This design comes from an exercise in tuning for small area, a short achievable clock period and few clock cycles on the open sky130 flow, not from production work.
Where RTL was checked, it was by simulation tests only, not by an equivalence proof against the original.

## FPU
module FPU
	#(
		parameter PRECISION = 32
	) (
		input [PRECISION-1:0] A,
		input [PRECISION-1:0] B,
		input Clk,
		input Reset,
		input [1:0] Operation,
		output [PRECISION-1:0] Result,
		output Done
	);
Size in the first run: roughly 5,400 cells after synthesis, ~140 flip-flops, ~100 I/O pins.
==> flow/config.mk <==
export PLATFORM = sky130hd
export DESIGN_NAME = FPU
export DESIGN_NICKNAME = FPU
export VERILOG_FILES = /design/flow/design.v
export SDC_FILE = /design/flow/constraint.sdc
export NUM_CORES = 4
export LEC_CHECK = 0
export ABC_AREA = 1
export CAP_MARGIN = 20
export CORE_MARGIN = 2
export CORE_UTILIZATION = 40
export SLEW_MARGIN = 20
==> flow/constraint.sdc <==
create_clock -name core_clock -period 40.0 [get_ports {Clk}]
set_input_delay 8.0000 -clock core_clock [delete_from_list [all_inputs] [get_ports {Clk}]]
set_output_delay 8.0000 -clock core_clock [all_outputs]
set_load 0.01 [all_outputs]
standard.sh (not shown) runs the stock make flow with config.mk's settings and CLKGATE_MAP_FILE= SYNTH_SCRIPT=/design/flow/synth_recipe.tcl, a recipe that flattens the netlist after the stock synthesis.
==> flow/flow/run.sh <==
#!/bin/bash
# Standard ORFS layout (the standard.sh, unchanged synthesis), with
# repair_timing asked to leave a larger setup margin than the default so the
# resizer works on the critical paths although the 40 ns clock is met.
set -euo pipefail
cd "$(dirname "$0")/.."
bash standard.sh SETUP_SLACK_MARGIN=30.8 finish > standard_flow.log 2>&1
Testbench counts at the start, summed over its fixed seeds: cycles 81,175.
Edit:
--- a/flow/design.v
+++ b/flow/design.v
@@ -3,33 +3,35 @@
 	input  [31:0] inB,
 	input         op,
 	output reg [31:0] out
 );
 	wire       sA = inA[31];
 	wire [7:0] eA = inA[30:23];
 	wire [23:0] mA = {1'b1, inA[22:0]};
 	wire       sB = inB[31] ^ op;
 	wire [7:0] eB = inB[30:23];
 	wire [23:0] mB = {1'b1, inB[22:0]};
-	wire Aisbig = inA[30:0] > inB[30:0];
+	wire eGt = eA > eB;
+	wire eEq = eA == eB;
+	wire Aisbig = eGt | (eEq & (mA > mB));
 	wire diffSign = sA ^ sB;
 	wire [7:0] dAB = eA - eB;
 	wire [7:0] dBA = eB - eA;
-	wire [23:0] mBal = mB >> dAB[4:0];
-	wire [23:0] mAal = mA >> dBA[4:0];
 	wire sBig = Aisbig ? sA : sB;
 	wire [7:0] eBig = Aisbig ? eA : eB;
 	wire [23:0] mBig = Aisbig ? mA : mB;
-	wire [23:0] mAl = Aisbig ? mBal : mAal;
+	wire [23:0] mSmall = Aisbig ? mB : mA;
 	wire [7:0] d = Aisbig ? dAB : dBA;
-	wire [24:0] sum = {1'b0, mBig} + {1'b0, mAl};
-	wire [23:0] dif = mBig - mAl;
+	wire [23:0] mAl = mSmall >> d[4:0];
+	wire [24:0] sd = {1'b0, mBig} + {1'b0, mAl ^ {24{diffSign}}} + {24'd0, diffSign};
+	wire [24:0] sum = sd;
+	wire [23:0] dif = sd[23:0];
 	reg [4:0] lz;
 	integer i;
 	always @(*) begin
 		lz = 5'd24;
 		for (i = 0; i < 24; i = i + 1)
 			if (dif[i]) lz = 5'd23 - i[4:0];
 	end
 	wire [23:0] difN = dif << lz;
 	always @(*) begin
 		if ((eA == 8'hff && inA[22]) || (eB == 8'hff && inB[22]))
@@ -77,28 +79,27 @@
 	wire [47:0] P;
 	mul24_dadda mm (.a({1'b1, A[22:0]}), .b({1'b1, B[22:0]}), .p(P));
 	wire hi = P[47];
 	wire A_zero = (A == 32'h00000000);
 	wire B_zero = (B == 32'h00000000);
 	wire A_inf = (A[30:0] == 31'h7f800000);
 	wire B_inf = (B[30:0] == 31'h7f800000);
 	wire A_nan = (A == 32'h7fffffff);
 	wire B_nan = (B == 32'h7fffffff);
 	wire [8:0] sum0 = e1 + e2;
-	wire [8:0] sum1 = e1 + e2 + 9'd1;
 	wire ov0 = sum0 > 9'd381;
-	wire ov1 = sum1 > 9'd381;
+	wire ov1 = sum0 > 9'd380;           
 	wire un0 = sum0 < 9'd127;
-	wire un1 = sum1 < 9'd127;
-	wire [7:0] x0 = sum0[7:0] - 8'd127 + expAdj;
-	wire [7:0] x1 = sum1[7:0] - 8'd127 + expAdj;
-	wire [7:0] xInf = 8'hff + expAdj;
+	wire un1 = sum0 < 9'd126;           
+	wire [7:0] x0 = sum0[7:0] + 8'd129 + expAdj;    
+	wire [7:0] x1 = x0 + 8'd1;
+	wire [7:0] xInf = expAdj - 8'd1;    
 	wire [7:0] xZero = expAdj;
 	wire nanRes = ((A_zero & B_inf) | (B_zero & A_inf)) |
 	              (~(A_inf | B_inf) & ~(A_zero | B_zero) & (A_nan | B_nan));
 	wire infRes = ~nanRes & (A_inf | B_inf);
 	wire zeroRes = ~nanRes & ~infRes & (A_zero | B_zero);
 	wire special = nanRes | infRes | zeroRes;
 	wire sSpecial = infRes ? (s1 ^ s2) : 1'b0;
 	wire [7:0] eSpecial = nanRes ? 8'hff + expAdj : infRes ? xInf : xZero;
 	wire [22:0] mSpecial = nanRes ? 23'h7fffff : 23'd0;
 	wire ov = hi ? ov1 : ov0;
@@ -1129,21 +1130,21 @@
 	reg negY;
 	wire [31:0] Nq = {rA[31], 8'd126, rA[22:0]};
 	wire [31:0] Dq = {rB[31], 8'd126, rB[22:0]};
 	wire divSpecial;
 	wire [31:0] divSpecialResult;
 	wire [8:0] expDiff;
 	FP_DivCheck chk (.A(rA), .B(rB), .special(divSpecial), .specialResult(divSpecialResult), .expDiff(expDiff));
 	wire isDiv = rOp[1] & rOp[0];
 	wire [31:0] mulA = sStart ? (rOp[0] ? C32 : rA) : sT ? X : sX ? {Y[31] ^ negY, Y[30:0]} : Nq;
 	wire [31:0] mulB = (sStart | sT) ? {rB[31], ((sStart & ~rOp[0]) ? rB[30:23] : 8'd126), rB[22:0]} : X;
-	wire [7:0] mulAdj = sF ? expDiff[7:0] - 8'd254 : 8'd0;
+	wire [7:0] mulAdj = sF ? rA[30:23] - rB[30:23] : 8'd0;    
 	wire [31:0] mulR;
 	FP_Multiplier mul (.A(mulA), .B(mulB), .expAdj(mulAdj), .Result(mulR));
 	wire addDiv = rOp[1];
 	wire [31:0] addA = addDiv ? (sA0 ? C48 : TWO) : rA;
 	wire [31:0] addB = Y;
 	wire addOp = addDiv | rOp[0];
 	wire [31:0] addR;
 	fadd_comb add (.inA(addA), .inB(addB), .op(addOp), .out(addR));
 	wire converged = (mulR[31:1] == 31'h1fc00000);
 	wire stop = (mulR == X) | (iter == 3'd6);
The new run passed the timing, DRC and antenna checks.
Cell count shrinks by a little under a tenth.
Synthesized cell count shrinks by roughly a tenth.
Design area grows slightly.
Global-route usage grows by 0.31 points.
Via count shrinks by a little under a tenth.
Register-to-register slack is worse by 0.51 ns.
First-iteration DRC count shrinks slightly.
Setup slack is worse by 0.15 ns.
The RTL of the second run of this note was laid out without a check of its function.

==> port drivers added, routing unchanged <==
How much do the figures lean on ideal ports? The routed layouts below were timed once more, with nothing changed but the port constraints.
Step 1: set_driving_cell puts a clkbuf_16 on Clk and a buf_2 on each other input, an assumption about the parent block.
Step 2 adds t to the input delays and takes it off the output delays; t is the mean of the earliest and latest rising clock arrival at the registers after step 1. Input paths then give back, and output paths get back, about the clock's delay inside the block.
a / b / c = no drivers / after step 1 / after step 2; a / b = the first two.
run | shift t [ns] | slack for setup (ns) | worst setup path at the end | latest minus earliest clock arrival (ns) | worst data-port slew with drivers (ns)
the first run | 0.486 | 30.792 / 30.742 / 30.384 | input to register | 0.016 / 0.016 | 0.07
the second run | 0.501 | 30.640 / 30.640 / 30.396 | input to register | 0.025 / 0.024 | 0.05
After both steps setup and hold are still met in every run listed. The setup slack of the first run, which loses most, moves by -0.050 ns with the drivers and by -0.408 ns with both steps.
